Source: an optimization exercise on an open RTL-to-GDS flow (aim: small area). Production flows keep margins and buffers that such runs may drop.
The RTL was checked by simulation tests, not by an equivalence proof against the original design.
The clock input has no modelled driver; a real chip could not lean on it and would need a root buffer or a full tree.
Power figures rest on the tool's default switching activity, not on a simulated workload.

==> flow/design.v <==
`timescale 1ns/1ps
module button_control(clk,rst,button,valid_vote);
input clk,rst,button;
output valid_vote;
localparam [3:0] S10A = 4'd10, S11A = 4'd11, S10B = 4'd14, S11B = 4'd15;
reg [3:0] c;
always@(posedge clk)begin
	if(rst) c<=4'd0;
	else if(button) begin
		if(c==S11A || c==S11B) c<=4'd0;
		else if(c==S10A || c==S10B) c<=S11A;
		else c<=c+4'd1;
	end
	else if(c==S10A) c<=S10B;
	else if(c==S11A) c<=S11B;
end
assign valid_vote = (c==S10B) | (c==S11A);
endmodule
module voting_machine(clk,rst,mode,button1,button2,button3,button4,led);
input clk,rst,mode,button1,button2,button3,button4;
output [7:0] led;
wire v1,v2,v3,v4;
button_control bc1(.clk(clk),.rst(rst),.button(button1),.valid_vote(v1));
button_control bc2(.clk(clk),.rst(rst),.button(button2),.valid_vote(v2));
button_control bc3(.clk(clk),.rst(rst),.button(button3),.valid_vote(v3));
button_control bc4(.clk(clk),.rst(rst),.button(button4),.valid_vote(v4));
wire any_v = v1|v2|v3|v4;
reg [7:0] n1,n2,n3,n4;
always@(posedge clk)begin
	if(rst) begin n1<=0; n2<=0; n3<=0; n4<=0; end
	else if(!mode) begin
		if(v1) n1<=n1+8'd1;
		else if(v2) n2<=n2+8'd1;
		else if(v3) n3<=n3+8'd1;
		else if(v4) n4<=n4+8'd1;
	end
end
reg [3:0] m;
always@(posedge clk)begin
	if(rst) m<=0;
	else if(any_v) m<=(m==4'd10) ? m : m+4'd1;
	else if(m!=0 && m!=4'd10) m<=m+4'd1;
	else m<=0;
end
reg [2:0] sel;
always@(posedge clk)begin
	if(rst) sel<=3'd0;
	else if(!mode) sel<={2'b00, m!=0};
	else if(v1) sel<=3'd4;
	else if(v2) sel<=3'd5;
	else if(v3) sel<=3'd6;
	else if(v4) sel<=3'd7;
end
reg [7:0] t;
always@(*)begin
	case(sel[1:0])
	2'd0: t=n1;
	2'd1: t=n2;
	2'd2: t=n3;
	default: t=n4;
	endcase
end
assign led = sel[2] ? t : {8{sel[0]}};
endmodule
==> flow/config.mk <==
export PLATFORM = sky130hd
export DESIGN_NAME = voting_machine
export DESIGN_NICKNAME = voting_machine
export VERILOG_FILES = /design/flow/design.v
export SDC_FILE = /design/flow/constraint.sdc
export NUM_CORES = 4
export LEC_CHECK = 0
export CAP_MARGIN = 20
export CORE_MARGIN = 2
export CORE_UTILIZATION = 60
export SLEW_MARGIN = 20
==> flow/constraint.sdc <==
create_clock -name core_clock -period 5.0 [get_ports {clk}]
set_input_delay 1.0000 -clock core_clock [delete_from_list [all_inputs] [get_ports {clk}]]
set_output_delay 1.0000 -clock core_clock [all_outputs]
set_load 0.01 [all_outputs]
standard.sh (not shown) runs the stock make flow with config.mk's settings and CLKGATE_MAP_FILE= SYNTH_SCRIPT=/design/flow/synth_recipe.tcl, a recipe that flattens the netlist after the stock synthesis.
==> flow/flow/run.sh <==
#!/bin/bash
# Own flow: the standard layout (standard.sh) with
#  - synthesis mapped by area-oriented ABC scripts (flow/area*.abc, the
#    smallest result kept; see flow/synth.tcl) and without Yosys's
#    half/full-adder extraction,
#  - the smallest buffer on each port,
#  - a clock tree of four clock buffers fed by the clock port (flow/cts.tcl).
# Each tool's output is in make_flow.log and orfs/logs/.
set -euo pipefail
W=$(pwd)
export MY_ABC_SCRIPTS="$(ls $W/flow/area*.abc | tr '\n' ' ')"
sed "s#SYNTH_SCRIPT=[^ ]*#SYNTH_SCRIPT=$W/flow/synth.tcl ADDER_MAP_FILE=#" standard.sh > my_standard.sh
grep -q "SYNTH_SCRIPT=$W/flow/synth.tcl" my_standard.sh
bash my_standard.sh finish "BUFFER_PORTS_ARGS=-buffer_cell sky130_fd_sc_hd__buf_1" "PRE_CTS_TCL=$W/flow/cts.tcl" > make_flow.log 2>&1
==> flow/flow/cts.tcl <==
# Clock tree: the flip-flops are split into 4 groups by position (k-means),
# and each group gets one clock buffer driven from the clock port. The
# buffers are equal and equally loaded, so the registers' clock arrivals stay
# balanced. Replaces clock_tree_synthesis for this design.
proc clock_tree_synthesis {args} {
  set k 4
  set cell sky130_fd_sc_hd__clkbuf_8
  set block [ord::get_db_block]
  set dbu [$block getDbUnitsPerMicron]
  set pts {}
  foreach inst [$block getInsts] {
    if { [[$inst getMaster] isSequential] } {
      set bb [$inst getBBox]
      lappend pts [list $inst [expr {([$bb xMin] + [$bb xMax]) / 2.0}] \
        [expr {([$bb yMin] + [$bb yMax]) / 2.0}]]
    }
  }
  set pts [lsort -real -index 1 $pts]
  set n [llength $pts]
  # start from k groups of the flip-flops sorted by x
  set cs {}
  for {set i 0} {$i < $k} {incr i} {
    set p [lindex $pts [expr {int(($i + 0.5) * $n / $k)}]]
    lappend cs [list [lindex $p 1] [lindex $p 2]]
  }
  for {set it 0} {$it < 50} {incr it} {
    set sums {}
    for {set i 0} {$i < $k} {incr i} { lappend sums [list 0.0 0.0 0] }
    set asg {}
    foreach p $pts {
      set best 0
      set bd 1e30
      for {set i 0} {$i < $k} {incr i} {
        set c [lindex $cs $i]
        set d [expr {abs([lindex $p 1] - [lindex $c 0]) + abs([lindex $p 2] - [lindex $c 1])}]
        if { $d < $bd } { set bd $d; set best $i }
      }
      lappend asg $best
      set s [lindex $sums $best]
      lset sums $best [list [expr {[lindex $s 0] + [lindex $p 1]}] \
        [expr {[lindex $s 1] + [lindex $p 2]}] [expr {[lindex $s 2] + 1}]]
    }
    for {set i 0} {$i < $k} {incr i} {
      set s [lindex $sums $i]
      if { [lindex $s 2] > 0 } {
        lset cs $i [list [expr {[lindex $s 0] / [lindex $s 2]}] [expr {[lindex $s 1] / [lindex $s 2]}]]
      }
    }
  }
  foreach sp [get_pins -of_objects [get_nets clk]] {
    set it [sta::sta_to_db_pin $sp]
    if { $it != "NULL" && $it != "" } {
      set pinof([[$it getInst] getName]) $sp
    }
  }
  for {set i 0} {$i < $k} {incr i} {
    set pins {}
    foreach p $pts a $asg {
      if { $a == $i } {
        lappend pins $pinof([[lindex $p 0] getName])
      }
    }
    if { [llength $pins] == 0 } { continue }
    set c [lindex $cs $i]
    set x [expr {[lindex $c 0] / $dbu}]
    set y [expr {[lindex $c 1] / $dbu}]
    puts "clock buffer $i ($cell) at $x $y for [llength $pins] flip-flops"
    insert_buffer -buffer_cell $cell -net clk -load_pins $pins \
      -location [list $x $y] -buffer_name clkbuf_$i -net_name clknet_$i
  }
  set_propagated_clock [all_clocks]
}
Other scripts of this flow, unchanged in this note and not shown: flow/flow/area1.abc, flow/flow/area10.abc, flow/flow/area11.abc, flow/flow/area12.abc, flow/flow/area2.abc, flow/flow/area3.abc, flow/flow/area4.abc, flow/flow/area5.abc, flow/flow/area6.abc, flow/flow/area7.abc, flow/flow/area8.abc, flow/flow/area9.abc, flow/flow/synth.tcl
The first run passed the timing, DRC and antenna checks.
Next try:
--- a/flow/flow/run.sh
+++ b/flow/flow/run.sh
@@ -5,5 +5,5 @@
 #    half/full-adder extraction,
 #  - the smallest buffer on each port,
-#  - a clock tree of four clock buffers fed by the clock port (flow/cts.tcl).
+#  - a clock tree of three clock buffers fed by the clock port (flow/cts.tcl).
 # Each tool's output is in make_flow.log and orfs/logs/.
 set -euo pipefail
==> flow/flow/area_b2.abc (new file) <==
strash
&get -n
&deepsyn -T 20 -S 2
&put
dc2
&get -n
&dch -f
&nf -R 1000 -p
&put
==> flow/flow/area_b3.abc (new file) <==
strash
&get -n
&deepsyn -T 20 -S 3
&put
dc2
&get -n
&dch -f
&nf -R 1000 -p
&put
==> flow/flow/area_c2.abc (new file) <==
strash
&get -n
&deepsyn -T 20 -S 2
&dch
&nf -R 1000 -p
&put
==> flow/flow/area_c3.abc (new file) <==
strash
&get -n
&deepsyn -T 20 -S 3
&dch
&nf -R 1000 -p
&put
--- a/flow/flow/cts.tcl
+++ b/flow/flow/cts.tcl
@@ -1,9 +1,11 @@
-# Clock tree: the flip-flops are split into 4 groups by position (k-means),
+# Clock tree: the flip-flops are split into 3 equal groups by position
+# (k-means with balanced group sizes),
 # and each group gets one clock buffer driven from the clock port. The
 # buffers are equal and equally loaded, so the registers' clock arrivals stay
 # balanced. Replaces clock_tree_synthesis for this design.
 proc clock_tree_synthesis {args} {
-  set k 4
+  set k 3
   set cell sky130_fd_sc_hd__clkbuf_8
+  set bufs {}
   set block [ord::get_db_block]
   set dbu [$block getDbUnitsPerMicron]
@@ -27,16 +29,27 @@
     set sums {}
     for {set i 0} {$i < $k} {incr i} { lappend sums [list 0.0 0.0 0] }
-    set asg {}
+    # balanced assignment: nearest centre first, at most ceil(n/k) per centre
+    set cap [expr {($n + $k - 1) / $k}]
+    set cand {}
+    set j 0
     foreach p $pts {
-      set best 0
-      set bd 1e30
       for {set i 0} {$i < $k} {incr i} {
         set c [lindex $cs $i]
-        set d [expr {abs([lindex $p 1] - [lindex $c 0]) + abs([lindex $p 2] - [lindex $c 1])}]
-        if { $d < $bd } { set bd $d; set best $i }
+        lappend cand [list [expr {abs([lindex $p 1] - [lindex $c 0]) + abs([lindex $p 2] - [lindex $c 1])}] $j $i]
       }
-      lappend asg $best
-      set s [lindex $sums $best]
-      lset sums $best [list [expr {[lindex $s 0] + [lindex $p 1]}] \
+      incr j
+    }
+    set asg [lrepeat $n -1]
+    set cnt [lrepeat $k 0]
+    foreach e [lsort -real -index 0 $cand] {
+      lassign $e d j i
+      if { [lindex $asg $j] < 0 && [lindex $cnt $i] < $cap } {
+        lset asg $j $i
+        lset cnt $i [expr {[lindex $cnt $i] + 1}]
+      }
+    }
+    foreach p $pts a $asg {
+      set s [lindex $sums $a]
+      lset sums $a [list [expr {[lindex $s 0] + [lindex $p 1]}] \
         [expr {[lindex $s 1] + [lindex $p 2]}] [expr {[lindex $s 2] + 1}]]
     }
@@ -66,7 +79,24 @@
     set y [expr {[lindex $c 1] / $dbu}]
     puts "clock buffer $i ($cell) at $x $y for [llength $pins] flip-flops"
-    insert_buffer -buffer_cell $cell -net clk -load_pins $pins \
-      -location [list $x $y] -buffer_name clkbuf_$i -net_name clknet_$i
+    lappend bufs [insert_buffer -buffer_cell $cell -net clk -load_pins $pins \
+      -location [list $x $y] -buffer_name clkbuf_$i -net_name clknet_$i]
   }
   set_propagated_clock [all_clocks]
+  # a buffer whose flip-flops would see a slow clock edge is made stronger
+  estimate_parasitics -placement
+  foreach b $bufs {
+    set net [get_nets -of_objects [get_pins [get_full_name $b]/X]]
+    set mx 0.0
+    foreach p [get_pins -of_objects $net] {
+      if { [get_property $p direction] == "input" } {
+        set s [get_property $p slew_max]
+        if { $s > $mx } { set mx $s }
+      }
+    }
+    puts "clock buffer [get_full_name $b]: largest clock pin slew $mx ns"
+    if { $mx > 0.115 } {
+      puts "  replaced by sky130_fd_sc_hd__clkbuf_16"
+      replace_cell $b sky130_fd_sc_hd__clkbuf_16
+    }
+  }
 }
The changed run completed without violations.
Worst hold slack hardly moves.
Final area decreases slightly.
Maximum frequency decreases slightly.
Die area does not change.
Core utilization decreases by 0.40 points.
Via count increases slightly.
Register-to-register slack loses 0.02 ns.
Worst setup slack loses 0.022 ns.
Flip-flop and latch count does not change.
Sequential power is about the same.
Area after synthesis stays the same.
Next try:
--- a/flow/flow/run.sh
+++ b/flow/flow/run.sh
@@ -5,5 +5,5 @@
 #    half/full-adder extraction,
 #  - the smallest buffer on each port,
-#  - a clock tree of three clock buffers fed by the clock port (flow/cts.tcl).
+#  - a clock tree of four clock buffers fed by the clock port (flow/cts.tcl).
 # Each tool's output is in make_flow.log and orfs/logs/.
 set -euo pipefail
--- a/flow/flow/cts.tcl
+++ b/flow/flow/cts.tcl
@@ -1,3 +1,3 @@
-# Clock tree: the flip-flops are split into 3 equal groups by position
+# Clock tree: the flip-flops are split into 4 equal groups by position
 # (k-means with balanced group sizes),
 # and each group gets one clock buffer driven from the clock port. The
@@ -5,6 +5,6 @@
 # balanced. Replaces clock_tree_synthesis for this design.
 proc clock_tree_synthesis {args} {
-  set k 3
-  set cell sky130_fd_sc_hd__clkbuf_8
+  set k 4
+  set cell sky130_fd_sc_hd__clkbuf_4
   set bufs {}
   set block [ord::get_db_block]
@@ -96,6 +96,6 @@
     puts "clock buffer [get_full_name $b]: largest clock pin slew $mx ns"
     if { $mx > 0.115 } {
-      puts "  replaced by sky130_fd_sc_hd__clkbuf_16"
-      replace_cell $b sky130_fd_sc_hd__clkbuf_16
+      puts "  replaced by sky130_fd_sc_hd__clkbuf_8"
+      replace_cell $b sky130_fd_sc_hd__clkbuf_8
     }
   }
removed: flow/flow/area_b2.abc
removed: flow/flow/area_b3.abc
removed: flow/flow/area_c2.abc
removed: flow/flow/area_c3.abc
After rerunning:
- setup slack gets better by 0.027 ns
- clock power is higher by about 13%
- critical path depth stays the same
- utilization went up by 0.40 points
- area after synthesis does not change
- global-route usage rose by 0.19 points
- cell area is higher by 0.58%
- power rose by about 3.4%
Next try:
--- a/flow/config.mk
+++ b/flow/config.mk
@@ -8,4 +8,4 @@
 export CAP_MARGIN = 20
 export CORE_MARGIN = 2
-export CORE_UTILIZATION = 60
+export CORE_UTILIZATION = 80
 export SLEW_MARGIN = 20
Result: The new run produced a clean layout; setup slack degrades by 0.099 ns; design area goes down by about 0.8%; via count goes up by about 5%; sequential cell count does not change; core utilization goes up by 18 points; power is about the same; global-route usage goes up by 8.5 points; cell count goes down by 4.9%; die area goes down by 24%; routed wire length goes up by about 10%; area after synthesis does not change.
Next try:
--- a/flow/flow/run.sh
+++ b/flow/flow/run.sh
@@ -5,5 +5,5 @@
 #    half/full-adder extraction,
 #  - the smallest buffer on each port,
-#  - a clock tree of four clock buffers fed by the clock port (flow/cts.tcl).
+#  - a clock tree of three clock buffers fed by the clock port (flow/cts.tcl).
 # Each tool's output is in make_flow.log and orfs/logs/.
 set -euo pipefail
--- a/flow/flow/cts.tcl
+++ b/flow/flow/cts.tcl
@@ -1,3 +1,3 @@
-# Clock tree: the flip-flops are split into 4 equal groups by position
+# Clock tree: the flip-flops are split into 3 equal groups by position
 # (k-means with balanced group sizes),
 # and each group gets one clock buffer driven from the clock port. The
@@ -5,6 +5,6 @@
 # balanced. Replaces clock_tree_synthesis for this design.
 proc clock_tree_synthesis {args} {
-  set k 4
-  set cell sky130_fd_sc_hd__clkbuf_4
+  set k 3
+  set cell sky130_fd_sc_hd__clkbuf_8
   set bufs {}
   set block [ord::get_db_block]
@@ -96,6 +96,6 @@
     puts "clock buffer [get_full_name $b]: largest clock pin slew $mx ns"
     if { $mx > 0.115 } {
-      puts "  replaced by sky130_fd_sc_hd__clkbuf_8"
-      replace_cell $b sky130_fd_sc_hd__clkbuf_8
+      puts "  replaced by sky130_fd_sc_hd__clkbuf_16"
+      replace_cell $b sky130_fd_sc_hd__clkbuf_16
     }
   }
--- a/flow/config.mk
+++ b/flow/config.mk
@@ -8,4 +8,4 @@
 export CAP_MARGIN = 20
 export CORE_MARGIN = 2
-export CORE_UTILIZATION = 80
+export CORE_UTILIZATION = 60
 export SLEW_MARGIN = 20
After rerunning: The new run ran to the end with no violations; cell area is about the same; global-route usage goes down by 8.7 points; core utilization went down by 19 points; synthesized area is unchanged; clock power falls by 12%; sequential share of layout area is about the same.
In every run of this note, the design's own scripts or RTL, not TritonCTS, make the clock network.

separate check: timing with driven ports:
How much do the figures lean on ideal ports? The routed layouts below were timed once more, with nothing changed but the port constraints.
Step 1 (the two cells are an assumption about what drives the block):
set clk [get_ports {clk}]
set_driving_cell -lib_cell sky130_fd_sc_hd__clkbuf_16 $clk
set_driving_cell -lib_cell sky130_fd_sc_hd__buf_2 [delete_from_list [all_inputs] $clk]
Step 2 adds t to the input delays and takes it off the output delays; t is the mean of the earliest and latest rising clock arrival at the registers after step 1. Input paths then give back, and output paths get back, about the clock's delay inside the block.
a / b / c = ideal / step 1 / step 2; a / b = the first two.
run	shift t [ns]	setup WS [ns]	latest minus earliest clock arrival (ns)	cell pins on the clock port's net
the first run	0.195	2.412 / 2.357 / 2.311	0.014 / 0.015	4
the second run	0.204	2.390 / 2.345 / 2.319	0.007 / 0.007	3
the third run	0.197	2.417 / 2.364 / 2.299	0.010 / 0.010	4
the fourth run	0.194	2.318 / 2.268 / 2.269	0.005 / 0.004	4
the fifth run	0.204	2.390 / 2.345 / 2.319	0.007 / 0.007	3
After both steps every run listed still meets setup and hold. The setup slack of the third run, which loses most, moves by -0.053 ns with the drivers and by -0.118 ns with both steps.
